From an optimization exercise on the open Yosys and OpenROAD flow, aimed at small area, a short achievable clock period and few clock cycles per item; shortcuts taken in it are not production practice.
Only simulation tests tie the RTL to the original design; equivalence was not proved.

==> flow/design.v, too long to show whole: its modules and the start of the top module <==
// module lzc: 22 lines
// module gen_lzc: 25 lines
// module lzc_4: 10 lines
// module int_div: 122 lines
// module ks_sub: 36 lines
// module ks_add: 34 lines
// module int_sqrt: 90 lines
// module fp_rnd: 240 lines
// module fp_add_head: 168 lines
// module fp_add_spec: 160 lines
// module fp_add_tail: 141 lines
// module fp_mul_head: 132 lines
// module fp_mul_tail: 173 lines
// module mul24: 1955 lines
// module fp_fma_s2: 290 lines
// module fp_fma_tail: 186 lines
// module fp_fma_add_head: 302 lines
// module fma_addsub: 35 lines
// module fp_div: 225 lines
// module fp_div_tail: 124 lines
// module fp_sqrt: 189 lines
// module fp_i2f: 155 lines
// module fp_f2i: 229 lines
// module fp_cmp: 154 lines
// module fp_classify: 113 lines
// module f2d: 146 lines
// module d2f: 153 lines
// module fp_top: 859 lines
module fp_top
#(
    parameter fp_pkg::fp_format_e  FP_FORMAT   = fp_pkg::FP32,
    parameter fp_pkg::int_format_e INT_FORMAT  = fp_pkg::INT32,
    parameter logic        RISCV_MODE  = 1'b0
)
(
    input clk_i,
    input rst_i,
    input start_i,
    output logic ready_o,
    input [63:0] a_i,
    input [63:0] b_i,
    input [63:0] c_i,
    input fp_pkg::roundmode_e rnd_i,
    input fp_pkg::float_op_e op_i,
    input [1:0] op_modify_i,
    output logic [63:0] result_o,
    output logic valid_o,
    output fp_pkg::status_t flags_o
);
  // ...
==> flow/run.sh <==
#!/bin/bash
# synth_recipe.tcl (not shown) runs the flow's synth.tcl, then flattens the netlist and writes it again
# the make line also repeats each setting of config.mk as NAME=value (left out here)
make -C /OpenROAD-flow-scripts/flow DESIGN_CONFIG=/design/flow/config.mk WORK_HOME=/design/flow/orfs CLKGATE_MAP_FILE= SYNTH_SCRIPT=/design/flow/synth_recipe.tcl finish
==> flow/config.mk <==
export PLATFORM = sky130hd
export DESIGN_NAME = fp_top
export DESIGN_NICKNAME = fp_top
export VERILOG_FILES = /design/flow/design.v
export SDC_FILE = /design/flow/constraint.sdc
export NUM_CORES = 8
export LEC_CHECK = 0
export CAP_MARGIN = 20
export CORE_MARGIN = 2
export CORE_UTILIZATION = 45
export SETUP_SLACK_MARGIN = 5
export SLEW_MARGIN = 20
==> flow/constraint.sdc <==
create_clock -name core_clock -period 20.0 [get_ports {clk_i}]
set_input_delay 4.0000 -clock core_clock [delete_from_list [all_inputs] [get_ports {clk_i}]]
set_output_delay 4.0000 -clock core_clock [all_outputs]
set_load 0.01 [all_outputs]
==> results.toml, run 1 <==
[finish]
fillers = 23910
buffers = 759
multi_input_gates = 12040
largest_reg_flops = 53
seq_cells = 633

[placed_design]
globalplace.congestion = 1.096

[die]
start_util = 0.4526
tapCellCount = 3167
die_width_um = 493.3

[cts]
cts_tree = "built"
htreeDepth = 3
cts_buffer_depth = 3

[setup_path]
cp_top_family = "compound AO/OA/AOI/OAI gates"

[synthesis]
ys_ff_latch = 633
synth_most_common_cell = "nand2_1"
postSynth.asyncResetShare = 0.03002
yosys_warnings = 54
synth_area_um2 = 107800

[timing]
tns_ns = 0
holdWs_ns = 0.3466

[outcome]
status = "complete, no violations"

[grt]
grt_use_met2 = 0.5881
busiest_layer = "met2"

[hold_path]
whs_path_depth = 0

[pwr]
Testbench counts, summed over its fixed seeds: cycles 35,466, ops 24,000.
==> module fp_mul_head, before the edit <==
module fp_mul_head
#(
    parameter fp_pkg::fp_format_e FP_FORMAT = fp_pkg::FP32
)
(
    input  [31:0] a_i,
    input  [31:0] b_i,
    output logic [47:0] prod_o,      
    output logic [9:0]  expa_o,      
    output logic [9:0]  expb_o       
);
localparam int unsigned FP_WIDTH   = fp_pkg::fp_width(FP_FORMAT);
localparam int unsigned EXP_WIDTH  = fp_pkg::exp_bits(FP_FORMAT);
localparam int unsigned MANT_WIDTH = fp_pkg::man_bits(FP_FORMAT);
localparam int unsigned BIAS       = (2**(EXP_WIDTH-1)-1);
function logic sign(input logic [FP_WIDTH-1:0] val);
    sign = val[FP_WIDTH-1];
endfunction
function logic [EXP_WIDTH-1:0] exp(input logic [FP_WIDTH-1:0] val);
    exp = val[FP_WIDTH-2-:EXP_WIDTH];
endfunction
function logic [MANT_WIDTH-1:0] mant(input logic [FP_WIDTH-1:0] val);
    mant = val[FP_WIDTH-2-EXP_WIDTH:0];
endfunction
function logic is_minus(input logic [FP_WIDTH-1:0] val);
    is_minus = sign(val);
endfunction
function logic is_normal(input logic [FP_WIDTH-1:0] val);
    is_normal = (exp(val) >= 1) && (exp(val) <= (2**EXP_WIDTH-2));
endfunction
function logic is_subnormal(input logic [FP_WIDTH-1:0] val);
    is_subnormal = (exp(val) == 0) && (mant(val) != 0);
endfunction
function logic is_zero(input logic [FP_WIDTH-1:0] val);
    is_zero = val[FP_WIDTH-2:0] == 0;
endfunction
function logic is_inf(input logic [FP_WIDTH-1:0] val);
    is_inf = exp(val) == (2**EXP_WIDTH-1) && mant(val) == 0;
endfunction
function logic is_nan(input logic [FP_WIDTH-1:0] val);
    is_nan = exp(val) == (2**EXP_WIDTH-1) && mant(val) != 0;
endfunction
function logic is_signalling(input logic [FP_WIDTH-1:0] val);
    is_signalling = exp(val) == (2**EXP_WIDTH-1) && mant(val) != 0 && !val[FP_WIDTH-2-EXP_WIDTH];
endfunction
function logic is_quiet(input logic [FP_WIDTH-1:0] val);
    is_quiet = exp(val) == (2**EXP_WIDTH-1) && val[FP_WIDTH-2-EXP_WIDTH];
endfunction
function logic is_canonical(input logic [FP_WIDTH-1:0] val);
    is_canonical = is_finite(val) | is_inf(val) | (exp(val) == (2**EXP_WIDTH-1) && val[FP_WIDTH-2-EXP_WIDTH]);
endfunction
function logic is_finite(input logic [FP_WIDTH-1:0] val);
    is_finite = is_zero(val) | is_subnormal(val) | is_normal(val);
endfunction
function fp_pkg::fp_info_t fp_info(input logic [FP_WIDTH-1:0] val);
    fp_pkg::fp_info_t info;
    info = '0;
    info.is_minus       = is_minus(val);
    info.is_normal      = is_normal(val);
    info.is_subnormal   = is_subnormal(val);
    info.is_zero        = is_zero(val);
    info.is_inf         = is_inf(val);
    info.is_nan         = is_nan(val);
    info.is_signalling  = is_signalling(val);
    info.is_canonical   = is_canonical(val);
    info.is_finite      = is_finite(val);
    info.is_quiet       = is_quiet(val);
    fp_info = info;
endfunction
typedef struct packed {
    logic sign;
    logic [EXP_WIDTH-1:0] exp;
    logic [MANT_WIDTH-1:0] mant;
} fp_encoding_t;
typedef struct packed {
    fp_encoding_t u_result;
    logic [1:0] rs;
    logic round_en;
    logic invalid;
    logic [1:0] exp_cout;
} uround_res_t;
typedef struct packed {
    fp_encoding_t result;
    fp_pkg::status_t flags;
} round_res_t;
typedef struct packed {
    logic sign;
    logic [EXP_WIDTH-1:0] exp;
    logic [2*MANT_WIDTH + 1:0] mant;
} fp_encoding_fma_t;
typedef struct packed {
    fp_encoding_fma_t u_result;
    logic [1:0] rs;
    logic round_en;
    logic invalid;
    logic [1:0] exp_cout;
} uround_res_fma_t;
fp_encoding_t a_decoded;
fp_encoding_t b_decoded;
assign a_decoded = a_i;
assign b_decoded = b_i;
fp_pkg::fp_info_t a_info;
fp_pkg::fp_info_t b_info;
assign a_info = fp_info(a_i);
assign b_info = fp_info(b_i);
logic [MANT_WIDTH:0] ma;
logic [MANT_WIDTH:0] mb;
assign ma = {a_info.is_normal, a_decoded.mant};
assign mb = {b_info.is_normal, b_decoded.mant};
logic [4:0] la;
logic [4:0] lb;
logic za;
logic zb;
lzc #(.WIDTH(MANT_WIDTH+1)) lzc_a (.a_i(ma), .cnt_o(la), .zero_o(za));
lzc #(.WIDTH(MANT_WIDTH+1)) lzc_b (.a_i(mb), .cnt_o(lb), .zero_o(zb));
logic [MANT_WIDTH:0] ma_n;
logic [MANT_WIDTH:0] mb_n;
assign ma_n = ma << la;
assign mb_n = mb << lb;
mul24 mul24_inst
(
    .x_i(ma_n),
    .y_i(mb_n),
    .p_o(prod_o)
);
logic [EXP_WIDTH + 1:0] urpr_exp;
logic [EXP_WIDTH + 1:0] uexp_n;
assign urpr_exp = (a_decoded.exp + b_decoded.exp) - ((a_info.is_subnormal | b_info.is_subnormal) ? BIAS-1 : BIAS );
assign uexp_n = urpr_exp - (la + lb);
assign expa_o = (za | zb) ? urpr_exp : uexp_n;
assign expb_o = (za | zb) ? urpr_exp : uexp_n + 1'b1;
endmodule
==> module fp_mul_tail, before the edit <==
module fp_mul_tail
#(
    parameter fp_pkg::fp_format_e FP_FORMAT = fp_pkg::FP32
)
(
    input  [31:0] a_i,
    input  [31:0] b_i,
    input  [47:0] prod_i,
    input  [9:0]  expa_i,
    input  [9:0]  expb_i,
    output logic [38:0] urnd_result_o
);
localparam int unsigned FP_WIDTH   = fp_pkg::fp_width(FP_FORMAT);
localparam int unsigned EXP_WIDTH  = fp_pkg::exp_bits(FP_FORMAT);
localparam int unsigned MANT_WIDTH = fp_pkg::man_bits(FP_FORMAT);
localparam int unsigned BIAS       = (2**(EXP_WIDTH-1)-1);
localparam INF   = {{EXP_WIDTH{1'b1}}, {MANT_WIDTH{1'b0}}};
localparam R_IND = {1'b1, {EXP_WIDTH{1'b1}}, 1'b1, {MANT_WIDTH-1{1'b0}}};
function logic sign(input logic [FP_WIDTH-1:0] val);
    sign = val[FP_WIDTH-1];
endfunction
function logic [EXP_WIDTH-1:0] exp(input logic [FP_WIDTH-1:0] val);
    exp = val[FP_WIDTH-2-:EXP_WIDTH];
endfunction
function logic [MANT_WIDTH-1:0] mant(input logic [FP_WIDTH-1:0] val);
    mant = val[FP_WIDTH-2-EXP_WIDTH:0];
endfunction
function logic is_minus(input logic [FP_WIDTH-1:0] val);
    is_minus = sign(val);
endfunction
function logic is_normal(input logic [FP_WIDTH-1:0] val);
    is_normal = (exp(val) >= 1) && (exp(val) <= (2**EXP_WIDTH-2));
endfunction
function logic is_subnormal(input logic [FP_WIDTH-1:0] val);
    is_subnormal = (exp(val) == 0) && (mant(val) != 0);
endfunction
function logic is_zero(input logic [FP_WIDTH-1:0] val);
    is_zero = val[FP_WIDTH-2:0] == 0;
endfunction
function logic is_inf(input logic [FP_WIDTH-1:0] val);
    is_inf = exp(val) == (2**EXP_WIDTH-1) && mant(val) == 0;
endfunction
function logic is_nan(input logic [FP_WIDTH-1:0] val);
    is_nan = exp(val) == (2**EXP_WIDTH-1) && mant(val) != 0;
endfunction
function logic is_signalling(input logic [FP_WIDTH-1:0] val);
    is_signalling = exp(val) == (2**EXP_WIDTH-1) && mant(val) != 0 && !val[FP_WIDTH-2-EXP_WIDTH];
endfunction
function logic is_quiet(input logic [FP_WIDTH-1:0] val);
    is_quiet = exp(val) == (2**EXP_WIDTH-1) && val[FP_WIDTH-2-EXP_WIDTH];
endfunction
function logic is_canonical(input logic [FP_WIDTH-1:0] val);
    is_canonical = is_finite(val) | is_inf(val) | (exp(val) == (2**EXP_WIDTH-1) && val[FP_WIDTH-2-EXP_WIDTH]);
endfunction
function logic is_finite(input logic [FP_WIDTH-1:0] val);
    is_finite = is_zero(val) | is_subnormal(val) | is_normal(val);
endfunction
function fp_pkg::fp_info_t fp_info(input logic [FP_WIDTH-1:0] val);
    fp_pkg::fp_info_t info;
    info = '0;
    info.is_minus       = is_minus(val);
    info.is_normal      = is_normal(val);
    info.is_subnormal   = is_subnormal(val);
    info.is_zero        = is_zero(val);
    info.is_inf         = is_inf(val);
    info.is_nan         = is_nan(val);
    info.is_signalling  = is_signalling(val);
    info.is_canonical   = is_canonical(val);
    info.is_finite      = is_finite(val);
    info.is_quiet       = is_quiet(val);
    fp_info = info;
endfunction
typedef struct packed {
    logic sign;
    logic [EXP_WIDTH-1:0] exp;
    logic [MANT_WIDTH-1:0] mant;
} fp_encoding_t;
typedef struct packed {
    fp_encoding_t u_result;
    logic [1:0] rs;
    logic round_en;
    logic invalid;
    logic [1:0] exp_cout;
} uround_res_t;
typedef struct packed {
    fp_encoding_t result;
    fp_pkg::status_t flags;
} round_res_t;
typedef struct packed {
    logic sign;
    logic [EXP_WIDTH-1:0] exp;
    logic [2*MANT_WIDTH + 1:0] mant;
} fp_encoding_fma_t;
typedef struct packed {
    fp_encoding_fma_t u_result;
    logic [1:0] rs;
    logic round_en;
    logic invalid;
    logic [1:0] exp_cout;
} uround_res_fma_t;
uround_res_t urnd;
fp_encoding_t result_o;
logic [1:0] rs_o;
logic round_en_o;
logic invalid_o;
logic [1:0] exp_cout_o;
logic urpr_s;
logic [2*MANT_WIDTH + 1:0] prod_n;
logic sign_o;
logic [EXP_WIDTH-1:0] exp_o;
logic [MANT_WIDTH-1:0] mant_o;
fp_encoding_t a_decoded;
fp_encoding_t b_decoded;
assign a_decoded = a_i;
assign b_decoded = b_i;
fp_pkg::fp_info_t a_info;
fp_pkg::fp_info_t b_info;
assign a_info = fp_info(a_i);
assign b_info = fp_info(b_i);
assign prod_n = prod_i;
always_comb
begin
    round_en_o = 1'b0;
	result_o = 0;
    if(a_info.is_nan)
    begin
        result_o.sign = a_decoded.sign;
        result_o.mant = {1'b1, a_decoded.mant[MANT_WIDTH-2:0]};
        result_o.exp = a_decoded.exp;
    end
    else if(b_info.is_nan)
    begin
        result_o.sign = b_decoded.sign;
        result_o.mant = {1'b1, b_decoded.mant[MANT_WIDTH-2:0]};
        result_o.exp = b_decoded.exp;
    end
    else if(a_info.is_inf)
        if(b_info.is_zero)
            result_o = R_IND;
        else
            result_o = {sign_o, INF};
    else if(a_info.is_normal || a_info.is_subnormal)
        if(b_info.is_inf)
            result_o = {sign_o, INF};
        else if(b_info.is_zero)
            result_o = {sign_o, {FP_WIDTH-1{1'b0}}};
        else
        begin
            round_en_o = 1'b1;
            result_o.sign = sign_o;
            result_o.mant = mant_o;
            result_o.exp = exp_o;
        end
    else if(a_info.is_zero)
        if(b_info.is_inf)
            result_o = R_IND;
        else
            result_o = {sign_o, {FP_WIDTH-1{1'b0}}};
end
assign urpr_s = a_decoded.sign ^ b_decoded.sign;
assign sign_o = urpr_s;
assign {exp_cout_o, exp_o} = prod_n[2*MANT_WIDTH + 1] ? expb_i : expa_i;
assign mant_o = prod_n[2*MANT_WIDTH + 1] ? prod_n[2*MANT_WIDTH -: MANT_WIDTH] : prod_n[2*MANT_WIDTH - 1 -: MANT_WIDTH];
assign rs_o[1] = prod_n[2*MANT_WIDTH + 1] ? prod_n[MANT_WIDTH] : prod_n[MANT_WIDTH - 1];
assign rs_o[0] = prod_n[2*MANT_WIDTH + 1] ? |prod_n[MANT_WIDTH-1:0] : |prod_n[MANT_WIDTH - 2:0];
assign invalid_o = a_info.is_signalling | b_info.is_signalling | ((a_info.is_zero & b_info.is_inf) | (a_info.is_inf & b_info.is_zero));
assign urnd.u_result =  result_o;
assign urnd.rs =  rs_o;
assign urnd.round_en =  round_en_o;
assign urnd.invalid =  invalid_o;
assign urnd.exp_cout =  exp_cout_o;
assign urnd_result_o = urnd;
endmodule
==> module fp_fma_s2, before the edit <==
module fp_fma_s2
#(
    parameter fp_pkg::fp_format_e FP_FORMAT = fp_pkg::FP32
)
(
    input  [47:0] prod_i,
    input  [9:0]  expa_i,
    input  [9:0]  expb_i,
    input  [31:0] a_i,           
    input  [31:0] b_i,
    input  [31:0] c_i,
    input         sub_i,
    input  fp_pkg::roundmode_e rnd_i,
    output logic        fsel_o,        
    output logic [31:0] fspec_o,
    output logic        invalid_o,
    output logic        msticky_o,     
    output logic        asel_add_o,    
    output logic        asel_sub_o,    
    output logic [25:0] aspec_o,       
    output logic        aspec_sign_o,
    output logic [7:0]  aspec_exp_o,
    output logic        around_en_o,
    output logic        around_only_o,
    output logic        amul_ovf_o,
    output logic        amul_uf_o,
    output logic        asign_o,
    output logic [53:0] aurpr_mant_o,
    output logic [7:0]  aurpr_exp_o,
    output logic [5:0]  ashamt_o,
    output logic        asticky_o,
    output logic [1:0]  aexp_in_o       
);
localparam int unsigned FP_WIDTH   = fp_pkg::fp_width(FP_FORMAT);
localparam int unsigned EXP_WIDTH  = fp_pkg::exp_bits(FP_FORMAT);
localparam int unsigned MANT_WIDTH = fp_pkg::man_bits(FP_FORMAT);
localparam int unsigned BIAS       = (2**(EXP_WIDTH-1)-1);
localparam INF   = {{EXP_WIDTH{1'b1}}, {MANT_WIDTH{1'b0}}};
localparam R_IND = {1'b1, {EXP_WIDTH{1'b1}}, 1'b1, {MANT_WIDTH-1{1'b0}}};
function logic sign(input logic [FP_WIDTH-1:0] val);
    sign = val[FP_WIDTH-1];
endfunction
function logic [EXP_WIDTH-1:0] exp(input logic [FP_WIDTH-1:0] val);
    exp = val[FP_WIDTH-2-:EXP_WIDTH];
endfunction
function logic [MANT_WIDTH-1:0] mant(input logic [FP_WIDTH-1:0] val);
    mant = val[FP_WIDTH-2-EXP_WIDTH:0];
endfunction
function logic is_minus(input logic [FP_WIDTH-1:0] val);
    is_minus = sign(val);
endfunction
function logic is_normal(input logic [FP_WIDTH-1:0] val);
    is_normal = (exp(val) >= 1) && (exp(val) <= (2**EXP_WIDTH-2));
endfunction
function logic is_subnormal(input logic [FP_WIDTH-1:0] val);
    is_subnormal = (exp(val) == 0) && (mant(val) != 0);
endfunction
function logic is_zero(input logic [FP_WIDTH-1:0] val);
    is_zero = val[FP_WIDTH-2:0] == 0;
endfunction
function logic is_inf(input logic [FP_WIDTH-1:0] val);
    is_inf = exp(val) == (2**EXP_WIDTH-1) && mant(val) == 0;
endfunction
function logic is_nan(input logic [FP_WIDTH-1:0] val);
    is_nan = exp(val) == (2**EXP_WIDTH-1) && mant(val) != 0;
endfunction
function logic is_signalling(input logic [FP_WIDTH-1:0] val);
    is_signalling = exp(val) == (2**EXP_WIDTH-1) && mant(val) != 0 && !val[FP_WIDTH-2-EXP_WIDTH];
endfunction
function logic is_quiet(input logic [FP_WIDTH-1:0] val);
    is_quiet = exp(val) == (2**EXP_WIDTH-1) && val[FP_WIDTH-2-EXP_WIDTH];
endfunction
function logic is_canonical(input logic [FP_WIDTH-1:0] val);
    is_canonical = is_finite(val) | is_inf(val) | (exp(val) == (2**EXP_WIDTH-1) && val[FP_WIDTH-2-EXP_WIDTH]);
endfunction
function logic is_finite(input logic [FP_WIDTH-1:0] val);
    is_finite = is_zero(val) | is_subnormal(val) | is_normal(val);
endfunction
function fp_pkg::fp_info_t fp_info(input logic [FP_WIDTH-1:0] val);
    fp_pkg::fp_info_t info;
    info = '0;
    info.is_minus       = is_minus(val);
    info.is_normal      = is_normal(val);
    info.is_subnormal   = is_subnormal(val);
    info.is_zero        = is_zero(val);
    info.is_inf         = is_inf(val);
    info.is_nan         = is_nan(val);
    info.is_signalling  = is_signalling(val);
    info.is_canonical   = is_canonical(val);
    info.is_finite      = is_finite(val);
    info.is_quiet       = is_quiet(val);
    fp_info = info;
endfunction
typedef struct packed {
    logic sign;
    logic [EXP_WIDTH-1:0] exp;
    logic [MANT_WIDTH-1:0] mant;
} fp_encoding_t;
typedef struct packed {
    fp_encoding_t u_result;
    logic [1:0] rs;
    logic round_en;
    logic invalid;
    logic [1:0] exp_cout;
} uround_res_t;
typedef struct packed {
    fp_encoding_t result;
    fp_pkg::status_t flags;
} round_res_t;
typedef struct packed {
    logic sign;
    logic [EXP_WIDTH-1:0] exp;
    logic [2*MANT_WIDTH + 1:0] mant;
} fp_encoding_fma_t;
typedef struct packed {
    fp_encoding_fma_t u_result;
    logic [1:0] rs;
    logic round_en;
    logic invalid;
    logic [1:0] exp_cout;
} uround_res_fma_t;
fp_encoding_t a_decoded;
fp_encoding_t b_decoded;
fp_encoding_t c_decoded;
assign a_decoded = a_i;
assign b_decoded = b_i;
assign c_decoded = c_i;
fp_pkg::fp_info_t a_info;
fp_pkg::fp_info_t b_info;
fp_pkg::fp_info_t c_info;
assign a_info = fp_info(a_i);
assign b_info = fp_info(b_i);
assign c_info = fp_info(c_i);
localparam int unsigned MANT_WIDTH_ADDER = 2*MANT_WIDTH + 2;
localparam int unsigned FP_WIDTH_ADDER = 1 + EXP_WIDTH + MANT_WIDTH_ADDER;
fp_encoding_t mul_result;
logic mul_round_en;
logic [1:0] mul_exp_cout;
logic mul_urpr_s;
logic [2*MANT_WIDTH + 1:0] prod_n;
logic mul_sign;
logic [EXP_WIDTH-1:0] mul_exp;
logic [2*MANT_WIDTH + 1:0] mul_norm_mant;
logic [FP_WIDTH_ADDER-1:0] joined_mul_result;
always_comb
begin
    mul_round_en = 1'b0;
	mul_result = 0;
    if(a_info.is_nan)
    begin
        mul_result.sign = a_decoded.sign;
        mul_result.exp = a_decoded.exp;
    end
    else if(b_info.is_nan)
    begin
        mul_result.sign = b_decoded.sign;
        mul_result.exp = b_decoded.exp;
    end
    else if(a_info.is_inf)
        if(b_info.is_zero)
            mul_result = R_IND;
        else
            mul_result = {mul_sign, INF};
    else if(a_info.is_normal || a_info.is_subnormal)
        if(b_info.is_inf)
            mul_result = {mul_sign, INF};
        else if(b_info.is_zero)
            mul_result = {mul_sign, {FP_WIDTH-1{1'b0}}};
        else
        begin
            mul_round_en = 1'b1;
            mul_result.sign = mul_sign;
            mul_result.exp = mul_exp;
        end
    else if(a_info.is_zero)
        if(b_info.is_inf)
            mul_result = R_IND;
        else
            mul_result = {mul_sign, {FP_WIDTH-1{1'b0}}};
end
assign mul_urpr_s = a_decoded.sign ^ b_decoded.sign;
assign prod_n = prod_i;
assign mul_sign = mul_urpr_s;
assign {mul_exp_cout, mul_exp} = prod_n[2*MANT_WIDTH + 1] ? expb_i : expa_i;
assign mul_norm_mant = prod_n[2*MANT_WIDTH + 1] ? {prod_n[2*MANT_WIDTH : 0],1'b0} : {prod_n[2*MANT_WIDTH - 1 : 0],2'b0};
logic [EXP_WIDTH-1:0] mul_uexp;
logic [2*MANT_WIDTH + 1:0] mul_umant;
logic mul_round_out;
logic [EXP_WIDTH-1:0] mul_denorm_shift;
assign mul_denorm_shift = $signed(0)-$signed({mul_exp_cout,mul_result.exp});
always_comb
begin
    mul_uexp = {EXP_WIDTH{1'b0}};
    {mul_umant, mul_round_out} = {1'b1, mul_norm_mant[2*MANT_WIDTH + 1:0]} >> mul_denorm_shift;
end
logic [EXP_WIDTH:0] stickyindex;
logic [2*MANT_WIDTH + 2:0] sigB;
logic [2*MANT_WIDTH + 2:0] compressed_mant;
logic new_stickybit;
assign sigB = {1'b1, mul_norm_mant[2*MANT_WIDTH + 1:0]};
genvar i;
generate
    for(i = 0; i <= (2*MANT_WIDTH+2); i= i+1)
	begin : combine_sig_mul
        assign compressed_mant[i] = |sigB[i:0];
	end
endgenerate
assign stickyindex = mul_denorm_shift - 1;
always_comb
    if($signed(stickyindex) < $signed(0))
        new_stickybit = 1'b0;
    else if($signed(stickyindex) > $signed(2*MANT_WIDTH+2))
        new_stickybit = compressed_mant[2*MANT_WIDTH+2];
    else
        new_stickybit = compressed_mant[stickyindex];
logic mult_sticky_bit;
always_comb
    if($signed({mul_exp_cout,mul_result.exp}) <= $signed(0))
        mult_sticky_bit = mul_round_out | new_stickybit;
    else
        mult_sticky_bit = 1'b0;
always_comb begin
    if ($signed({mul_exp_cout,mul_result.exp}) <= $signed(0) && !(a_info.is_zero || b_info.is_zero))
        joined_mul_result = {mul_result.sign,mul_uexp,mul_umant[2*MANT_WIDTH+1:1],mul_umant[0] | mult_sticky_bit};
    else
        joined_mul_result = {mul_result.sign,mul_result.exp,mul_norm_mant};
end
logic mul_ovf_sig;
logic add_round_en;
logic add_round_only;
logic add_mul_uf;
logic add_invalid;
logic [1:0] add_sel;
logic [FP_WIDTH_ADDER-1:0] add_spec;
fp_fma_add_head #(.FP_FORMAT(fp_pkg::FP48)) fp_add_inst
(
    .a_i(joined_mul_result),
    .b_i({c_decoded, {MANT_WIDTH+2{1'b0}}}),
    .sub_i(sub_i),
    .exp_in(mul_exp_cout),
    .round_en(mul_round_en),
    .rnd_i(rnd_i),
    .spec_o(add_spec),
    .sel_o(add_sel),
    .round_en_o(add_round_en),
    .round_only(add_round_only),
    .mul_ovf(mul_ovf_sig),
    .mul_uf(add_mul_uf),
    .sign_o(asign_o),
    .urpr_mant_o(aurpr_mant_o),
    .urpr_exp_o(aurpr_exp_o),
    .shamt_o(ashamt_o),
    .sticky_o(asticky_o),
    .invalid_o(add_invalid)
);
assign invalid_o = a_info.is_signalling | b_info.is_signalling | c_info.is_signalling |
                    ((a_info.is_inf & b_info.is_zero) | (a_info.is_zero & b_info.is_inf)) |
                    (!a_info.is_nan && !b_info.is_nan && c_info.is_inf & ((mul_result.sign ^ (sub_i ^ c_decoded.sign)) & (a_info.is_inf | b_info.is_inf)));
always_comb
begin
    fsel_o = 1'b0;
	fspec_o = 0;
    amul_ovf_o = 1'b0;
    if((a_info.is_inf & b_info.is_zero) | (a_info.is_zero & b_info.is_inf))
        fspec_o = R_IND;
    else if(a_info.is_nan)
        fspec_o = {a_decoded.sign, a_decoded.exp, 1'b1, a_decoded.mant[MANT_WIDTH-2:0]};
    else if(b_info.is_nan)
        fspec_o = {b_decoded.sign, b_decoded.exp, 1'b1, b_decoded.mant[MANT_WIDTH-2:0]};
    else if(c_info.is_nan)
        fspec_o = {c_decoded.sign, c_decoded.exp, 1'b1, c_decoded.mant[MANT_WIDTH-2:0]};
    else if(c_info.is_inf)
        fspec_o = ((mul_result.sign ^ (sub_i ^ c_decoded.sign)) & (a_info.is_inf | b_info.is_inf))? R_IND : {sub_i ^ c_decoded.sign,c_decoded.exp,c_decoded.mant} ;
    else
    begin
        fsel_o     = 1'b1;
        amul_ovf_o = mul_ovf_sig & ~invalid_o;
    end
end
assign msticky_o     = mult_sticky_bit;
assign asel_add_o    = add_sel != 2'd0;
assign asel_sub_o    = add_sel == 2'd1;
assign aspec_sign_o  = add_spec[FP_WIDTH_ADDER-1];
assign aspec_exp_o   = add_spec[FP_WIDTH_ADDER-2 -: EXP_WIDTH];
assign aspec_o       = {add_spec[MANT_WIDTH_ADDER-1 -: 25], |add_spec[MANT_WIDTH_ADDER-26:0]};
assign around_en_o   = add_round_en;
assign around_only_o = add_round_only;
assign amul_uf_o     = add_mul_uf;
assign aexp_in_o     = mul_exp_cout;
endmodule
==> module fp_top, before the edit <==
module fp_top
#(
    parameter fp_pkg::fp_format_e  FP_FORMAT   = fp_pkg::FP32,
    parameter fp_pkg::int_format_e INT_FORMAT  = fp_pkg::INT32,
    parameter logic        RISCV_MODE  = 1'b0
)
(
    input clk_i,
    input rst_i,
    input start_i,
    output logic ready_o,
    input [63:0] a_i,
    input [63:0] b_i,
    input [63:0] c_i,
    input fp_pkg::roundmode_e rnd_i,
    input fp_pkg::float_op_e op_i,
    input [1:0] op_modify_i,
    output logic [63:0] result_o,
    output logic valid_o,
    output fp_pkg::status_t flags_o
);
localparam int unsigned FP_WIDTH   = fp_pkg::fp_width(FP_FORMAT);
localparam int unsigned EXP_WIDTH  = fp_pkg::exp_bits(FP_FORMAT);
localparam int unsigned MANT_WIDTH = fp_pkg::man_bits(FP_FORMAT);
localparam int unsigned INT_WIDTH  = fp_pkg::int_width(INT_FORMAT);
function logic sign(input logic [FP_WIDTH-1:0] val);
    sign = val[FP_WIDTH-1];
endfunction
function logic [EXP_WIDTH-1:0] exp(input logic [FP_WIDTH-1:0] val);
    exp = val[FP_WIDTH-2-:EXP_WIDTH];
endfunction
function logic [MANT_WIDTH-1:0] mant(input logic [FP_WIDTH-1:0] val);
    mant = val[FP_WIDTH-2-EXP_WIDTH:0];
endfunction
function logic is_minus(input logic [FP_WIDTH-1:0] val);
    is_minus = sign(val);
endfunction
function logic is_normal(input logic [FP_WIDTH-1:0] val);
    is_normal = (exp(val) >= 1) && (exp(val) <= (2**EXP_WIDTH-2));
endfunction
function logic is_subnormal(input logic [FP_WIDTH-1:0] val);
    is_subnormal = (exp(val) == 0) && (mant(val) != 0);
endfunction
function logic is_zero(input logic [FP_WIDTH-1:0] val);
    is_zero = val[FP_WIDTH-2:0] == 0;
endfunction
function logic is_inf(input logic [FP_WIDTH-1:0] val);
    is_inf = exp(val) == (2**EXP_WIDTH-1) && mant(val) == 0;
endfunction
function logic is_nan(input logic [FP_WIDTH-1:0] val);
    is_nan = exp(val) == (2**EXP_WIDTH-1) && mant(val) != 0;
endfunction
function logic is_signalling(input logic [FP_WIDTH-1:0] val);
    is_signalling = exp(val) == (2**EXP_WIDTH-1) && mant(val) != 0 && !val[FP_WIDTH-2-EXP_WIDTH];
endfunction
function logic is_quiet(input logic [FP_WIDTH-1:0] val);
    is_quiet = exp(val) == (2**EXP_WIDTH-1) && val[FP_WIDTH-2-EXP_WIDTH];
endfunction
function logic is_canonical(input logic [FP_WIDTH-1:0] val);
    is_canonical = is_finite(val) | is_inf(val) | (exp(val) == (2**EXP_WIDTH-1) && val[FP_WIDTH-2-EXP_WIDTH]);
endfunction
function logic is_finite(input logic [FP_WIDTH-1:0] val);
    is_finite = is_zero(val) | is_subnormal(val) | is_normal(val);
endfunction
function fp_pkg::fp_info_t fp_info(input logic [FP_WIDTH-1:0] val);
    fp_pkg::fp_info_t info;
    info = '0;
    info.is_minus       = is_minus(val);
    info.is_normal      = is_normal(val);
    info.is_subnormal   = is_subnormal(val);
    info.is_zero        = is_zero(val);
    info.is_inf         = is_inf(val);
    info.is_nan         = is_nan(val);
    info.is_signalling  = is_signalling(val);
    info.is_canonical   = is_canonical(val);
    info.is_finite      = is_finite(val);
    info.is_quiet       = is_quiet(val);
    fp_info = info;
endfunction
typedef struct packed {
    logic sign;
    logic [EXP_WIDTH-1:0] exp;
    logic [MANT_WIDTH-1:0] mant;
} fp_encoding_t;
typedef struct packed {
    fp_encoding_t u_result;
    logic [1:0] rs;
    logic round_en;
    logic invalid;
    logic [1:0] exp_cout;
} uround_res_t;
typedef struct packed {
    fp_encoding_t result;
    fp_pkg::status_t flags;
} round_res_t;
typedef struct packed {
    logic sign;
    logic [EXP_WIDTH-1:0] exp;
    logic [2*MANT_WIDTH + 1:0] mant;
} fp_encoding_fma_t;
typedef struct packed {
    fp_encoding_fma_t u_result;
    logic [1:0] rs;
    logic round_en;
    logic invalid;
    logic [1:0] exp_cout;
} uround_res_fma_t;
localparam logic [FP_WIDTH-1:0] QNAN_FP = {1'b0, {EXP_WIDTH{1'b1}}, 1'b1, {MANT_WIDTH-1{1'b0}}};
fp_encoding_t a_decoded;
fp_encoding_t b_decoded;
logic [FP_WIDTH-1:0] a_fp;
logic [FP_WIDTH-1:0] b_fp;
logic [FP_WIDTH-1:0] c_fp;
generate
    if (RISCV_MODE && FP_FORMAT == fp_pkg::FP32) begin : gen_nanbox
        assign a_fp = (a_i[63:32] == 32'hFFFF_FFFF) ? a_i[31:0] : QNAN_FP;
        assign b_fp = (b_i[63:32] == 32'hFFFF_FFFF) ? b_i[31:0] : QNAN_FP;
        assign c_fp = (c_i[63:32] == 32'hFFFF_FFFF) ? c_i[31:0] : QNAN_FP;
    end else begin : gen_no_nanbox
        assign a_fp = a_i[FP_WIDTH-1:0];
        assign b_fp = b_i[FP_WIDTH-1:0];
        assign c_fp = c_i[FP_WIDTH-1:0];
    end
endgenerate
assign a_decoded = a_fp;
assign b_decoded = b_fp;
fp_pkg::fp_info_t a_info;
fp_pkg::fp_info_t b_info;
assign a_info = fp_info(a_fp);
assign b_info = fp_info(b_fp);
logic [INT_WIDTH-1:0] a_int;
logic [31:0] a_fp32;
logic [63:0] a_fp64;
assign a_int = a_i[INT_WIDTH-1:0];
assign a_fp32 = a_i[31:0];
assign a_fp64 = a_i;
logic longop_busy_q;
logic longop_sqrt_q;
fp_pkg::roundmode_e longop_rnd_q;
logic fma_busy_q;
fp_pkg::roundmode_e fma_rnd_q;
logic accept_start;
logic fdv_start;
logic add_start;
logic mul_start;
logic div_start;
logic sqrt_start;
logic i2f_start;
logic f2i_start;
logic cmp_start;
logic class_start;
logic minmax_start;
logic sgnj_start;
logic fma_start;
logic f2f_start;
assign ready_o = ~longop_busy_q & ~fma_busy_q;
assign accept_start = start_i & ready_o;
assign add_start = accept_start & (op_i == fp_pkg::FADD);
assign mul_start = accept_start & (op_i == fp_pkg::FMUL);
assign fdv_start = accept_start & (op_i == fp_pkg::FDIV);
assign div_start = fdv_start & ~op_modify_i[0];
assign sqrt_start = fdv_start & op_modify_i[0];
assign i2f_start = accept_start & (op_i == fp_pkg::I2F);
assign f2i_start = accept_start & (op_i == fp_pkg::F2I);
assign cmp_start = accept_start & (op_i == fp_pkg::FCMP);
assign class_start = accept_start & (op_i == fp_pkg::FCLASS);
assign minmax_start = accept_start & ((op_i == fp_pkg::FMIN) || (op_i == fp_pkg::FMAX));
assign sgnj_start = accept_start & (op_i == fp_pkg::FSGNJ);
assign fma_start = accept_start & (op_i == fp_pkg::FMADD);
assign f2f_start = accept_start & (op_i == fp_pkg::F2F);
logic div_done;
logic sqrt_done;
always_ff @(posedge clk_i or negedge rst_i) begin
    if (!rst_i) begin
        longop_busy_q <= 1'b0;
        longop_sqrt_q <= 1'b0;
        longop_rnd_q <= fp_pkg::RNE;
    end else begin
        if (fdv_start) begin
            longop_busy_q <= 1'b1;
            longop_sqrt_q <= op_modify_i[0];
            longop_rnd_q <= rnd_i;
        end else if ((longop_sqrt_q && sqrt_done) || (~longop_sqrt_q && div_done)) begin
            longop_busy_q <= 1'b0;
        end
    end
end
always_ff @(posedge clk_i or negedge rst_i) begin
    if (!rst_i) begin
        fma_busy_q <= 1'b0;
        fma_rnd_q  <= fp_pkg::RNE;
    end else begin
        if (fma_start) begin
            fma_busy_q <= 1'b1;
            fma_rnd_q  <= rnd_i;
        end else if (fma_done) begin
            fma_busy_q <= 1'b0;
        end
    end
end
logic add_done;
assign add_done = add_start;
logic        add_sign;
logic [28:0] add_urpr_mant;
logic [7:0]  add_urpr_exp;
logic [4:0]  add_shamt;
logic        add_sticky;
fp_add_head #(.FP_FORMAT(FP_FORMAT)) fp_add_head_inst
(
    .a_i(a_fp),
    .b_i(b_fp),
    .sub_i(op_modify_i == 2'b01),
    .rnd_i(rnd_i),
    .sign_o(add_sign),
    .urpr_mant_o(add_urpr_mant),
    .urpr_exp_o(add_urpr_exp),
    .shamt_o(add_shamt),
    .sticky_o(add_sticky)
);
logic        add_sign_q;
logic [28:0] add_urpr_mant_q;
logic [7:0]  add_urpr_exp_q;
logic [4:0]  add_shamt_q;
logic        add_sticky_q;
always_ff @(posedge clk_i) begin
    add_sign_q      <= add_sign;
    add_urpr_mant_q <= add_urpr_mant;
    add_urpr_exp_q  <= add_urpr_exp;
    add_shamt_q     <= add_shamt;
    add_sticky_q    <= add_sticky;
end
logic mul_done;
assign mul_done = mul_start;
logic [FP_WIDTH-1:0] m_a_fp;
assign m_a_fp = {a_fp[FP_WIDTH-1] ^ ((op_i == fp_pkg::FMADD) & op_modify_i[1]), a_fp[FP_WIDTH-2:0]};
logic [47:0] m_prod;
logic [9:0]  m_expa;
logic [9:0]  m_expb;
fp_mul_head #(.FP_FORMAT(FP_FORMAT)) fp_mul_head_inst
(
    .a_i(m_a_fp),
    .b_i(b_fp),
    .prod_o(m_prod),
    .expa_o(m_expa),
    .expb_o(m_expb)
);
logic [47:0] m_prod_q;
logic [9:0]  m_expa_q;
logic [9:0]  m_expb_q;
logic [31:0] m_a_q;
logic [31:0] m_b_q;
logic [31:0] m_c_q;
logic        m_sub_q;
always_ff @(posedge clk_i) begin
    m_prod_q  <= m_prod;
    m_expa_q  <= m_expa;
    m_expb_q  <= m_expb;
    m_a_q     <= m_a_fp;
    m_b_q     <= b_fp;
    m_c_q     <= c_fp;
    m_sub_q   <= op_modify_i[0];
end
uround_res_t mul_urnd_result;
fp_mul_tail #(.FP_FORMAT(FP_FORMAT)) fp_mul_tail_inst
(
    .a_i(m_a_q),
    .b_i(m_b_q),
    .prod_i(m_prod_q),
    .expa_i(m_expa_q),
    .expb_i(m_expb_q),
    .urnd_result_o(mul_urnd_result)
);
logic        f_fsel;
logic [31:0] f_fspec;
logic        f_invalid;
logic        f_msticky;
logic        f_asel_add;
logic        f_asel_sub;
logic [25:0] f_aspec;
logic        f_aspec_sign;
logic [7:0]  f_aspec_exp;
logic        f_around_en;
logic        f_around_only;
logic        f_amul_ovf;
logic        f_amul_uf;
logic        f_asign;
logic [53:0] f_aurpr_mant;
logic [7:0]  f_aurpr_exp;
logic [5:0]  f_ashamt;
logic        f_asticky;
fp_fma_s2 #(.FP_FORMAT(FP_FORMAT)) fp_fma_s2_inst
(
    .prod_i(m_prod_q),
    .expa_i(m_expa_q),
    .expb_i(m_expb_q),
    .a_i(m_a_q),
    .b_i(m_b_q),
    .c_i(m_c_q),
    .sub_i(m_sub_q),
    .rnd_i(fma_rnd_q),
    .fsel_o(f_fsel),
    .fspec_o(f_fspec),
    .invalid_o(f_invalid),
    .msticky_o(f_msticky),
    .asel_add_o(f_asel_add),
    .asel_sub_o(f_asel_sub),
    .aspec_o(f_aspec),
    .aspec_sign_o(f_aspec_sign),
    .aspec_exp_o(f_aspec_exp),
    .around_en_o(f_around_en),
    .around_only_o(f_around_only),
    .amul_ovf_o(f_amul_ovf),
    .amul_uf_o(f_amul_uf),
    .asign_o(f_asign),
    .aurpr_mant_o(f_aurpr_mant),
    .aurpr_exp_o(f_aurpr_exp),
    .ashamt_o(f_ashamt),
    .asticky_o(f_asticky),
    .aexp_in_o()
);
logic        f_msticky_q;
logic        f_asel_add_q;
logic        f_asel_sub_q;
logic [25:0] f_aspec_q;
logic        f_aspec_sign_q;
logic [7:0]  f_aspec_exp_q;
logic        f_around_en_q;
logic        f_around_only_q;
logic        f_amul_ovf_q;
logic        f_amul_uf_q;
logic        f_asign_q;
logic [53:0] f_aurpr_mant_q;
logic [7:0]  f_aurpr_exp_q;
logic [5:0]  f_ashamt_q;
logic        f_asticky_q;
always_ff @(posedge clk_i) begin
    f_msticky_q     <= f_msticky;
    f_asel_add_q    <= f_asel_add;
    f_asel_sub_q    <= f_asel_sub;
    f_aspec_q       <= f_aspec;
    f_aspec_sign_q  <= f_aspec_sign;
    f_aspec_exp_q   <= f_aspec_exp;
    f_around_en_q   <= f_around_en;
    f_around_only_q <= f_around_only;
    f_amul_ovf_q    <= f_amul_ovf;
    f_amul_uf_q     <= f_amul_uf;
    f_asign_q       <= f_asign;
    f_aurpr_mant_q  <= f_aurpr_mant;
    f_aurpr_exp_q   <= f_aurpr_exp;
    f_ashamt_q      <= f_ashamt;
    f_asticky_q     <= f_asticky;
end
logic [23:0] div_x;
logic [23:0] div_y;
uround_res_t div_head;
logic div_by_zero;
logic div_sign;
logic [9:0] div_shift_exp;
fp_div #(.FP_FORMAT(FP_FORMAT)) fp_div_inst
(
    .a_i(a_fp),
    .b_i(b_fp),
    .rnd_i(rnd_i),
    .x_o(div_x),
    .y_o(div_y),
    .q_i('0),
    .sticky_i(1'b0),
    .urnd_result_o(div_head),
    .divide_by_zero(div_by_zero),
    .sign_o(div_sign),
    .shift_exp_o(div_shift_exp)
);
logic [9:0] div_shift_exp_q;
always_ff @(posedge clk_i) begin
    div_shift_exp_q <= div_shift_exp;
end
logic [27:0] div_q;
logic div_sticky;
int_div #(.S(7)) int_div_inst
(
    .clk_i(clk_i),
    .reset_i(rst_i),
    .start_i(div_start),
    .x_i(div_x),
    .y_i(div_y),
    .q_o(div_q),
    .sticky_o(div_sticky),
    .done_o(div_done)
);
uround_res_t div_head_q;
logic div_sign_q;
fp_div #(.FP_FORMAT(FP_FORMAT)) fp_div_spec_inst
(
    .a_i(m_a_q),
    .b_i(m_b_q),
    .rnd_i(rnd_i),
    .x_o(),
    .y_o(),
    .q_i('0),
    .sticky_i(1'b0),
    .urnd_result_o(div_head_q),
    .divide_by_zero(),
    .sign_o(div_sign_q),
    .shift_exp_o()
);
logic [31:0] div_spec_q;
logic div_round_en_q;
logic div_invalid_q;
assign div_spec_q     = div_head_q.u_result;
assign div_round_en_q = div_head_q.round_en;
assign div_invalid_q  = div_head_q.invalid;
uround_res_t div_urnd_result;
fp_div_tail fp_div_tail_inst
(
    .spec_i(div_spec_q),
    .round_en_i(div_round_en_q),
    .invalid_i(div_invalid_q),
    .sign_i(div_sign_q),
    .shift_exp_i(div_shift_exp_q),
    .q_i(div_q),
    .sticky_i(div_sticky),
    .urnd_result_o(div_urnd_result)
);
uround_res_t sqrt_urnd_result;
fp_sqrt #(.FP_FORMAT(FP_FORMAT)) fp_sqrt_inst
(
    .clk_i(clk_i),
    .reset_i(rst_i),
    .a_i(a_fp),
    .start_i(sqrt_start),
    .rnd_i(rnd_i),
    .done_o(sqrt_done),
    .urnd_result_o(sqrt_urnd_result)
);
uround_res_t i2f_urnd_result;
logic i2f_done;
fp_i2f #(.FP_FORMAT(FP_FORMAT), .INT_FORMAT(INT_FORMAT)) fp_i2f_inst
(
    .a_i(a_int),
    .start_i(i2f_start),
    .signed_i(op_modify_i == 2'b01),
    .done_o(i2f_done),
    .urnd_result_o(i2f_urnd_result)
);
logic [INT_WIDTH-1:0] f2i_result;
fp_pkg::status_t f2i_flags;
logic f2i_done;
fp_f2i #(.FP_FORMAT(FP_FORMAT), .INT_FORMAT(INT_FORMAT)) fp_f2i_inst
(
    .a_i(a_fp),
    .signed_i(op_modify_i == 2'b01),
    .start_i(f2i_start),
    .rnd_i(rnd_i),
    .result_o(f2i_result),
    .flags_o(f2i_flags),
    .done_o(f2i_done)
);
logic cmp_lt;
logic cmp_le;
logic cmp_eq;
fp_pkg::status_t cmp_flags;
logic cmp_done;
fp_cmp #(.FP_FORMAT(FP_FORMAT)) fp_cmp_inst
(
    .a_i(a_fp),
    .b_i(b_fp),
    .start_i(cmp_start),
    .eq_en_i(op_modify_i == 2'b01),
    .lt_o(cmp_lt),
    .le_o(cmp_le),
    .eq_o(cmp_eq),
    .done_o(cmp_done),
    .flags_o(cmp_flags)
);
fp_pkg::classmask_e class_mask;
logic class_done;
fp_classify #(.FP_FORMAT(FP_FORMAT)) fp_classify_inst
(
    .a_i(a_fp),
    .start_i(class_start),
    .class_o(class_mask),
    .done_o(class_done)
);
logic fma_done;
always_ff @(posedge clk_i or negedge rst_i) begin
    if (!rst_i)
        fma_done <= 1'b0;
    else
        fma_done <= fma_start;
end
uround_res_t f2f_urnd_result;
logic [FP_WIDTH-1:0] f2f_direct_result;
fp_pkg::status_t f2f_direct_flags;
logic f2f_done;
logic f2f_need_rnd;
round_res_t f2d_rnd_result;
uround_res_t d2f_urnd_result;
generate
    if (FP_FORMAT == fp_pkg::FP64) begin : gen_f2d
        f2d f2d_inst
        (
            .a_i(a_fp32),
            .rnd_result_o(f2d_rnd_result)
        );
        assign f2f_done = f2f_start;
        assign f2f_need_rnd = 1'b0;
        assign f2f_direct_result = f2d_rnd_result.result;
        assign f2f_direct_flags = f2d_rnd_result.flags;
        assign f2f_urnd_result = '0;
    end else if (FP_FORMAT == fp_pkg::FP32) begin : gen_d2f
        d2f d2f_inst
        (
            .a_i(a_fp64),
            .urnd_result_o(d2f_urnd_result)
        );
        assign f2f_done = f2f_start;
        assign f2f_need_rnd = 1'b1;
        assign f2f_urnd_result = d2f_urnd_result;
        assign f2f_direct_result = '0;
        assign f2f_direct_flags = '0;
    end else begin : gen_no_f2f
        assign f2f_done = 1'b0;
        assign f2f_need_rnd = 1'b0;
        assign f2f_urnd_result = '0;
        assign f2f_direct_result = '0;
        assign f2f_direct_flags = '0;
    end
endgenerate
logic [FP_WIDTH-1:0] minmax_result;
fp_pkg::status_t minmax_flags;
logic minmax_done;
assign minmax_done = minmax_start;
always_comb begin
    minmax_flags = '0;
    minmax_flags.NV = a_info.is_signalling | b_info.is_signalling;
    if (a_info.is_nan || b_info.is_nan) begin
        if (RISCV_MODE && a_info.is_nan && !b_info.is_nan)
            minmax_result = b_fp;
        else if (RISCV_MODE && b_info.is_nan && !a_info.is_nan)
            minmax_result = a_fp;
        else
            minmax_result = QNAN_FP;
    end else if (a_info.is_zero && b_info.is_zero) begin
        minmax_result = '0;
        if (op_i == fp_pkg::FMIN) begin
            minmax_result[FP_WIDTH-1] = a_decoded.sign | b_decoded.sign;
        end else begin
            minmax_result[FP_WIDTH-1] = a_decoded.sign & b_decoded.sign;
        end
    end else if (op_i == fp_pkg::FMIN) begin
        minmax_result = cmp_lt ? a_fp : b_fp;
    end else begin
        minmax_result = cmp_lt ? b_fp : a_fp;
    end
end
logic [FP_WIDTH-1:0] sgnj_result;
fp_pkg::status_t sgnj_flags;
logic sgnj_done;
assign sgnj_done = sgnj_start;
always_comb begin
    sgnj_flags = '0;
    sgnj_result = a_fp;
    case (op_modify_i)
        2'b00: sgnj_result[FP_WIDTH-1] = b_decoded.sign;
        2'b01: sgnj_result[FP_WIDTH-1] = ~b_decoded.sign;
        2'b10: sgnj_result[FP_WIDTH-1] = a_decoded.sign ^ b_decoded.sign;
        default: sgnj_result[FP_WIDTH-1] = b_decoded.sign;
    endcase
end
logic [63:0] f2i_result_fp;
logic signed [63:0] f2i_result_signed_ext;
logic [63:0] f2i_result_unsigned_ext;
assign f2i_result_signed_ext = $signed(f2i_result);
assign f2i_result_unsigned_ext = f2i_result;
assign f2i_result_fp = op_modify_i[0] ? f2i_result_signed_ext : f2i_result_unsigned_ext;
logic cmp_bit;
always_comb begin
    case (op_modify_i)
        2'b00: cmp_bit = cmp_le;
        2'b01: cmp_bit = cmp_eq;
        default: cmp_bit = cmp_lt;
    endcase
end
logic [63:0] cmp_result_fp;
assign cmp_result_fp = {{63{1'b0}}, cmp_bit};
logic [63:0] class_result_fp;
assign class_result_fp = {{54{1'b0}}, class_mask};
fp_pkg::float_op_e op_sel;
logic fdv_sqrt_sel;
fp_pkg::roundmode_e rnd_sel;
assign op_sel = longop_busy_q ? fp_pkg::FDIV : (fma_busy_q ? fp_pkg::FMADD : op_i);
assign fdv_sqrt_sel = longop_busy_q ? longop_sqrt_q : op_modify_i[0];
uround_res_t urnd_sel;
logic [63:0] direct_result_sel;
fp_pkg::status_t direct_flags_sel;
logic done_sel;
logic need_rnd_sel;
logic dz_sel;
always_comb begin
    urnd_sel = '0;
    direct_result_sel = '0;
    direct_flags_sel = '0;
    done_sel = 1'b0;
    need_rnd_sel = 1'b0;
    dz_sel = 1'b0;
    rnd_sel = rnd_i;
    case (op_sel)
        fp_pkg::FADD: begin
            done_sel = add_done;
            need_rnd_sel = 1'b1;
        end
        fp_pkg::FMUL: begin
            done_sel = mul_done;
            need_rnd_sel = 1'b1;
        end
        fp_pkg::FDIV: begin
            urnd_sel = fdv_sqrt_sel ? sqrt_urnd_result : div_urnd_result;
            done_sel = fdv_sqrt_sel ? sqrt_done : div_done;
            need_rnd_sel = 1'b1;
            dz_sel = (~fdv_sqrt_sel) & div_by_zero;
            rnd_sel = longop_busy_q ? longop_rnd_q : rnd_i;
        end
        fp_pkg::I2F: begin
            urnd_sel = i2f_urnd_result;
            done_sel = i2f_done;
            need_rnd_sel = 1'b1;
        end
        fp_pkg::FMADD: begin
            done_sel = fma_done;
            need_rnd_sel = 1'b1;
            rnd_sel = fma_busy_q ? fma_rnd_q : rnd_i;
        end
        fp_pkg::F2F: begin
            done_sel = f2f_done;
            need_rnd_sel = f2f_need_rnd;
            if (f2f_need_rnd) begin
                urnd_sel = f2f_urnd_result;
            end else begin
                direct_result_sel = {{(64-FP_WIDTH){1'b0}}, f2f_direct_result};
                direct_flags_sel = f2f_direct_flags;
            end
        end
        fp_pkg::F2I: begin
            done_sel = f2i_done;
            direct_result_sel = f2i_result_fp;
            direct_flags_sel = f2i_flags;
        end
        fp_pkg::FCMP: begin
            done_sel = cmp_done;
            direct_result_sel = cmp_result_fp;
            direct_flags_sel = cmp_flags;
        end
        fp_pkg::FCLASS: begin
            done_sel = class_done;
            direct_result_sel = class_result_fp;
            direct_flags_sel = '0;
        end
        fp_pkg::FMIN, fp_pkg::FMAX: begin
            done_sel = minmax_done;
            direct_result_sel = {{(64-FP_WIDTH){1'b0}}, minmax_result};
            direct_flags_sel = minmax_flags;
        end
        fp_pkg::FSGNJ: begin
            done_sel = sgnj_done;
            direct_result_sel = {{(64-FP_WIDTH){1'b0}}, sgnj_result};
            direct_flags_sel = sgnj_flags;
        end
        default: begin
            done_sel = 1'b0;
        end
    endcase
end
uround_res_t urnd_q;
logic [63:0] direct_result_q;
fp_pkg::status_t direct_flags_q;
logic done_q;
fp_pkg::float_op_e op_q;
logic need_rnd_q;
logic dz_q;
fp_pkg::roundmode_e rnd_q;
always_ff @(posedge clk_i or negedge rst_i) begin
    if (!rst_i)
        done_q <= 1'b0;
    else
        done_q <= done_sel;
end
always_ff @(posedge clk_i) begin
    urnd_q <= urnd_sel;
    direct_result_q <= direct_result_sel;
    direct_flags_q <= direct_flags_sel;
    op_q <= op_sel;
    need_rnd_q <= need_rnd_sel;
    dz_q <= dz_sel;
    rnd_q <= rnd_sel;
end
logic        f_fsel_q;
logic [31:0] f_fspec_q;
logic        f_invalid_q;
fp_fma_s2 #(.FP_FORMAT(FP_FORMAT)) fp_fma_spec_inst
(
    .prod_i(m_prod_q),
    .expa_i(m_expa_q),
    .expb_i(m_expb_q),
    .a_i(m_a_q),
    .b_i(m_b_q),
    .c_i(m_c_q),
    .sub_i(m_sub_q),
    .rnd_i(fma_rnd_q),
    .fsel_o(f_fsel_q),
    .fspec_o(f_fspec_q),
    .invalid_o(f_invalid_q),
    .msticky_o(),
    .asel_add_o(),
    .asel_sub_o(),
    .aspec_o(),
    .aspec_sign_o(),
    .aspec_exp_o(),
    .around_en_o(),
    .around_only_o(),
    .amul_ovf_o(),
    .amul_uf_o(),
    .asign_o(),
    .aurpr_mant_o(),
    .aurpr_exp_o(),
    .ashamt_o(),
    .asticky_o(),
    .aexp_in_o()
);
uround_res_t fma_urnd_result;
logic round_only_q;
logic mul_ovf_q;
logic mul_uf_q;
logic mul_uround_out_q;
logic fma_round_only;
logic fma_mul_ovf;
logic fma_mul_uf;
logic fma_mul_uround_out;
fp_fma_tail #(.FP_FORMAT(FP_FORMAT)) fp_fma_tail_inst
(
    .fsel_i(f_fsel_q),
    .fspec_i(f_fspec_q),
    .invalid_i(f_invalid_q),
    .msticky_i(f_msticky_q),
    .asel_add_i(f_asel_add_q),
    .asel_sub_i(f_asel_sub_q),
    .aspec_i(f_aspec_q),
    .aspec_sign_i(f_aspec_sign_q),
    .aspec_exp_i(f_aspec_exp_q),
    .around_en_i(f_around_en_q),
    .around_only_i(f_around_only_q),
    .amul_ovf_i(f_amul_ovf_q),
    .amul_uf_i(f_amul_uf_q),
    .asign_i(f_asign_q),
    .aurpr_mant_i(f_aurpr_mant_q),
    .aurpr_exp_i(f_aurpr_exp_q),
    .ashamt_i(f_ashamt_q),
    .asticky_i(f_asticky_q),
    .rnd_i(rnd_q),
    .round_only(fma_round_only),
    .mul_ovf(fma_mul_ovf),
    .mul_uf(fma_mul_uf),
    .mul_uround_out(fma_mul_uround_out),
    .urnd_result_o(fma_urnd_result)
);
logic [31:0] add_spec_q;
logic [1:0]  add_sel_q;
logic        add_invalid_q;
fp_add_spec #(.FP_FORMAT(FP_FORMAT)) fp_add_spec_inst
(
    .a_i(m_a_q),
    .b_i(m_b_q),
    .sub_i(m_sub_q),
    .rnd_i(rnd_q),
    .spec_o(add_spec_q),
    .sel_o(add_sel_q),
    .invalid_o(add_invalid_q)
);
uround_res_t add_urnd_result;
fp_add_tail #(.FP_FORMAT(FP_FORMAT)) fp_add_tail_inst
(
    .spec_i(add_spec_q),
    .sel_i(add_sel_q),
    .sign_i(add_sign_q),
    .urpr_mant_i(add_urpr_mant_q),
    .urpr_exp_i(add_urpr_exp_q),
    .shamt_i(add_shamt_q),
    .sticky_i(add_sticky_q),
    .invalid_i(add_invalid_q),
    .urnd_result_o(add_urnd_result)
);
uround_res_t urnd_o;
always_comb begin
    urnd_o = urnd_q;
    round_only_q = 1'b0;
    mul_ovf_q = 1'b0;
    mul_uf_q = 1'b0;
    mul_uround_out_q = 1'b0;
    case (op_q)
        fp_pkg::FADD: urnd_o = add_urnd_result;
        fp_pkg::FMUL: urnd_o = mul_urnd_result;
        fp_pkg::FDIV: if (!longop_sqrt_q) urnd_o = div_urnd_result;
        fp_pkg::FMADD: begin
            urnd_o = fma_urnd_result;
            round_only_q = fma_round_only;
            mul_ovf_q = fma_mul_ovf;
            mul_uf_q = fma_mul_uf;
            mul_uround_out_q = fma_mul_uround_out;
        end
        default: ;
    endcase
end
round_res_t rnd_result;
fp_rnd #(.FP_FORMAT(FP_FORMAT)) fp_rnd_inst
(
    .urnd_result_i(urnd_o),
    .rnd_i(rnd_q),
    .round_only(round_only_q),
    .mul_ovf(mul_ovf_q),
    .rnd_result_o(rnd_result)
);
logic fma_uf_fix;
logic fma_uf_fix1;
assign fma_uf_fix = (rnd_result.result.exp == '0) & (|urnd_o.rs);
assign fma_uf_fix1 = (urnd_o.u_result.exp == '0) &
                     (rnd_result.result.exp == {{EXP_WIDTH-1{1'b0}}, 1'b1}) &
                     mul_uround_out_q;
logic result_is_fp;
fp_pkg::fp_info_t raw_fp_info;
assign result_is_fp = need_rnd_q
                    | (op_q == fp_pkg::FMIN) | (op_q == fp_pkg::FMAX)
                    | (op_q == fp_pkg::FSGNJ)
                    | (op_q == fp_pkg::F2F);
logic [FP_WIDTH-1:0] raw_fp_result;
assign raw_fp_result = need_rnd_q ? rnd_result.result
                                  : direct_result_q[FP_WIDTH-1:0];
always_comb begin
    result_o = '0;
    flags_o = '0;
    valid_o = done_q;
    if (need_rnd_q) begin
        result_o = {{(64-FP_WIDTH){1'b0}}, rnd_result.result};
        flags_o = rnd_result.flags;
    end else begin
        result_o = direct_result_q;
        flags_o = direct_flags_q;
    end
    if (need_rnd_q && (op_q == fp_pkg::FMADD)) begin
        flags_o.NV = rnd_result.flags.NV;
        flags_o.DZ = rnd_result.flags.DZ;
        flags_o.OF = rnd_result.flags.OF | mul_ovf_q;
        flags_o.UF = mul_uf_q ? (fma_uf_fix | fma_uf_fix1) : rnd_result.flags.UF;
        flags_o.NX = mul_uf_q ? (|urnd_o.rs) : (rnd_result.flags.NX | mul_ovf_q);
    end
    flags_o.DZ = flags_o.DZ | dz_q;
    raw_fp_info = fp_info(raw_fp_result);
    if (RISCV_MODE && result_is_fp && raw_fp_info.is_nan)
        result_o = {{(64-FP_WIDTH){1'b0}}, QNAN_FP};
end
endmodule
==> inputs of run 2 (changes only) <==
--- a/flow/design.v
+++ b/flow/design.v
@@ -1214,2 +1214,3 @@
     output logic [47:0] prod_o,      
+    output logic [5:0]  lsum_o,      
     output logic [9:0]  expa_o,      
@@ -1321,12 +1322,9 @@
 lzc #(.WIDTH(MANT_WIDTH+1)) lzc_b (.a_i(mb), .cnt_o(lb), .zero_o(zb));
-logic [MANT_WIDTH:0] ma_n;
-logic [MANT_WIDTH:0] mb_n;
-assign ma_n = ma << la;
-assign mb_n = mb << lb;
 mul24 mul24_inst
 (
-    .x_i(ma_n),
-    .y_i(mb_n),
+    .x_i(ma),
+    .y_i(mb),
     .p_o(prod_o)
 );
+assign lsum_o = la + lb;
 logic [EXP_WIDTH + 1:0] urpr_exp;
@@ -1346,2 +1344,3 @@
     input  [47:0] prod_i,
+    input  [5:0]  lsum_i,
     input  [9:0]  expa_i,
@@ -1457,3 +1456,3 @@
 assign b_info = fp_info(b_i);
-assign prod_n = prod_i;
+assign prod_n = prod_i << lsum_i;
 always_comb
@@ -3472,2 +3471,3 @@
     input  [47:0] prod_i,
+    input  [5:0]  lsum_i,
     input  [9:0]  expa_i,
@@ -3647,3 +3647,3 @@
 assign mul_urpr_s = a_decoded.sign ^ b_decoded.sign;
-assign prod_n = prod_i;
+assign prod_n = prod_i << lsum_i;
 assign mul_sign = mul_urpr_s;
@@ -6003,2 +6003,3 @@
 logic [47:0] m_prod;
+logic [5:0]  m_lsum;
 logic [9:0]  m_expa;
@@ -6010,2 +6011,3 @@
     .prod_o(m_prod),
+    .lsum_o(m_lsum),
     .expa_o(m_expa),
@@ -6014,2 +6016,3 @@
 logic [47:0] m_prod_q;
+logic [5:0]  m_lsum_q;
 logic [9:0]  m_expa_q;
@@ -6022,2 +6025,3 @@
     m_prod_q  <= m_prod;
+    m_lsum_q  <= m_lsum;
     m_expa_q  <= m_expa;
@@ -6035,2 +6039,3 @@
     .prod_i(m_prod_q),
+    .lsum_i(m_lsum_q),
     .expa_i(m_expa_q),
@@ -6060,2 +6065,3 @@
     .prod_i(m_prod_q),
+    .lsum_i(m_lsum_q),
     .expa_i(m_expa_q),
@@ -6468,2 +6474,3 @@
     .prod_i(m_prod_q),
+    .lsum_i(m_lsum_q),
     .expa_i(m_expa_q),
--- a/flow/config.mk
+++ b/flow/config.mk
@@ -7,5 +7,6 @@
 export LEC_CHECK = 0
+export ABC_AREA = 1
 export CAP_MARGIN = 20
 export CORE_MARGIN = 2
-export CORE_UTILIZATION = 45
+export CORE_UTILIZATION = 40
 export SETUP_SLACK_MARGIN = 5
==> run 2 against run 1 <==
Maximum frequency is 0.77% higher; hold slack worse by 0.0023 ns; synthesized cell count is 24% higher; cell count is 23% higher; utilization is 6.7 points lower; flip-flop and latch count is 6 higher; final area is 1.7% higher; via count is 9.9% higher; critical path depth is 7 higher; wire length is 6.6% higher.
==> results.toml, run 2 <==
[run]
maxCapViolations = 0

[finish]
drive_gt1_frac = 0.05785
final_common_cell = "nand2_1"
largest_reg_flops = 53
post-route-util = 0.4372
largest-register = "f_aurpr_mant_q"
final_cell_mix = "nand2_1, inv_1, o21ai_0"
areaGrowthSynthToFinish_pct = 8.887
reg_top3 = "f_aurpr_mant_q: 53 flops, m_prod_q: 48 flops, urnd_q: 38 flops"
nets = 19620

[cts]
cts_buffers = 81
worstSkewPairLatency_ns = 0.77
cts_tree = "built"
htreeDepth = 3
clockRootBuffer = "clkbuf_16"
cts_buffer_depth = 3
clkTransAtPathRegs_ns = 0.08
cts.sinks = 639
cts_hold_buf = 0

[synthesis]
yosys_warnings = 54
synth_area_um2 = 112100
syn_avg_cell_area_um2 = 6.065
synth_top_cell_by_area = "nand2_1"
ys.flop_type = "dfxtp_1"
ys_top_cells_by_area = "nand2_1, dfxtp_1, o21ai_0"
synth_most_common_cell = "nand2_1"
synth_fp_nets = 19860
yosys-top-cells-count = "nand2_1, inv_1, o21ai_0"
synth.top_cell.area_share = 0.1443
seq_area_frac_synth = 0.1171
synth_cell_types = 94
synth_edf_count = 24
postSynth.asyncResetShare = 0.02973
ys_ff_latch = 639
syn_inst = 18480

[drt]
drt-initial-drc-count = 17890
drtAntennaViolNets = 0
drc = 0
viasPerCell = 5.909
drt-pass1-iter-count = 9
drt-total-wl_mm = 553.4
wl_per_cell_um = 25.07
route.vias.total = 130400

[timing]
final.min_clock_period_ns = 14.66
tns_ns = 0
min_period_over_period = 0.7330
worst_pin_slew_ns = 1.247
finClkSkew_ns = 0.07315
slew_viol_final = 0
setup_violations = 0
rsz0062_at_grt = "no"
final-hold-violation-count = 0
max_freq_ghz = 0.06822
relSlewSlack = 0.1597

[outcome]
status = "complete, no violations"

[die]
die_width_um = 533.4
core_region_area_um2 = 279100
io_pins = 275
chipHeight_um = 533.4
fp-row-count = 194
start_util = 0.4015
die_area_um2 = 284500

[placed_design]
portBuffers = 210
globalplace.congestion = 1.101
dp_hpwl_mm = 434.5

[grt]
use_met1 = 0.4708
busiest_layer = "met2"
grt.met3_usage = 0.07335
antenna_found_initial = 46
grt_pass1_wl_mm = 798.1
grt_max_degree = 90
grt_use_met2 = 0.5633
grt.total_usage = 0.3717
overflow = 0
grt_pass1_vias = 118900

[setup_path]
cp_common_cell = "nand2_1"
cp-end-kind = "primary output"
path_class = "reg -> out"
crit_fanout = 28
rrSetupSlack_ns = 5.71
cpMaxStageDelayCell = "clkdlybuf4s50_1"
arrival_ns = 10.66
worst_path_largest_cell_delay_ns = 0.56
setup.worst_path.start_class = "flop"
critPathRequiredTime_ns = 16.00

[hold_path]
hold_class = "reg -> reg"
==> run 2: cell types whose count changed in the layout (fill, tap and decap cells not counted), sizes merged, moves of 165 or more <==
| cell | before | now |
|---|---|---|
| nand2 | 1689 | 4374 |
| inv | 1120 | 2410 |
| o21ai | 960 | 2084 |
| nand3 | 318 | 1369 |
| xnor2 | 633 | 135 |
| mux2i | 534 | 117 |
| xor2 | 275 | 678 |
| a22oi | 370 | 55 |
| o22ai | 153 | 366 |
| a21oi | 1163 | 991 |
| a21o | 183 | 17 |
| a211oi | 221 | 56 |
==> run 2: final cells by class <==
class | instances | area [µm²]
Fill cell | 30710 | 157100
Multi-Input combinational cell | 14390 | 86370
Sequential cell | 639 | 13130
Inverter | 2470 | 9409
Timing Repair Buffer | 646 | 5513
Tap cell | 3724 | 4659
Clock buffer | 101 | 2243
Clock inverter | 48 | 565.5
Antenna cell | 46 | 115.1
Timing Repair inverter | 7 | 42.54
==> run 2: per-layer routing <==
metal	vias up	wire length, µm
met2	7411	232900
met4	16	46650
met1	60210	219100
met5	-	147
li1	60980	-
met3	1831	54630
==> run 2: timing repair <==
action	4_1_cts	5_1_grt
setup endpoints to repair	82	132
gates resized for setup	82	179
pin swaps	7	19
buffers inserted	25	53
gates cloned	4	9
==> run 2: worst paths after layout <==
kind	from	endpoint	depth (start not counted)
max	m_a_q[12]	result_o[7]	51
min	int_div_inst.n_q[20]	int_div_inst.n_q[27]	0
max reg2reg	m_b_q[18]	f_ashamt_q[2]	69
min reg2reg	int_div_inst.n_q[20]	int_div_inst.n_q[27]	0
max in group asynchronous	rst_i	fma_rnd_q[0]	2
min in group asynchronous	rst_i	fp_sqrt_inst.int_sqrt_inst.busy_q	2
==> run 2: logic make-up (layout without fill, tap and decap cells) <==
kind of cell | Yosys count | in the layout | synth area share
mux | 118 | 118 | 0.01055
other cells | 0 | 46 | 0
compound gates | 4463 | 4463 | 0.2302
flops | 639 | 639 | 0.1171
simple gates | 7820 | 7825 | 0.2941
buf+inv | 3452 | 3272 | 0.1202
xor+xnor | 813 | 813 | 0.06353
fa+ha+maj | 1175 | 1175 | 0.1643
==> run 2: metrics by stage <==
stage,hold WS (ns),cell area (µm²),instances,setup slack (ns)
finish,0.3444,122000,22080,5.341
global route,0.3535,122000,22040,4.898
CTS,0.3444,120800,21970,4.968
detailed placement,0.3409,117500,21790,3.213
global placement,0.3358,117500,21790,3.348
floorplan,0.3308,112100,18480,7.021
==> run 2: critical path: cells and delay by family (launching register included) <==
| kind | cells | cell delay (ns) |
|---|---|---|
| compound gates | 8 | 1.80 |
| xor+xnor | 2 | 0.29 |
| fa+ha+maj | 6 | 2.09 |
| buf+inv | 11 | 1.77 |
| flops | 1 | 0.39 |
| simple gates | 24 | 3.53 |
Testbench counts of run 2, summed over its fixed seeds: cycles 35,466, ops 24,000.

[port drivers added, routing unchanged]
No port has a modelled driver above. Below, the same layouts with a new extraction and two added sets of constraints.
Step 1 assumes that a clkbuf_16 drives the clock port and a buf_2 every other input.
Step 2 also shifts input and output timing later by t, the mid clock arrival at the registers, as if the neighbouring blocks saw the same clock.
a / b / c = ideal ports / drivers / drivers and shift; a / b = the first two.
run	shift t [ns]	setup slack, ns	hold slack, ns	slew at the worst register clock pin (ns)	worst slew at a driven data input, ns
run 1	0.863	5.228 / 5.123 / 4.445	0.347 / 0.347 / 0.347	0.08 / 0.08	0.11
run 2	0.846	5.341 / 5.233 / 4.937	0.344 / 0.344 / 0.344	0.10 / 0.10	0.17
After both steps setup and hold are still met in every run listed. The setup slack of run 1, which loses most, moves by -0.105 ns with the drivers and by -0.783 ns with both steps.
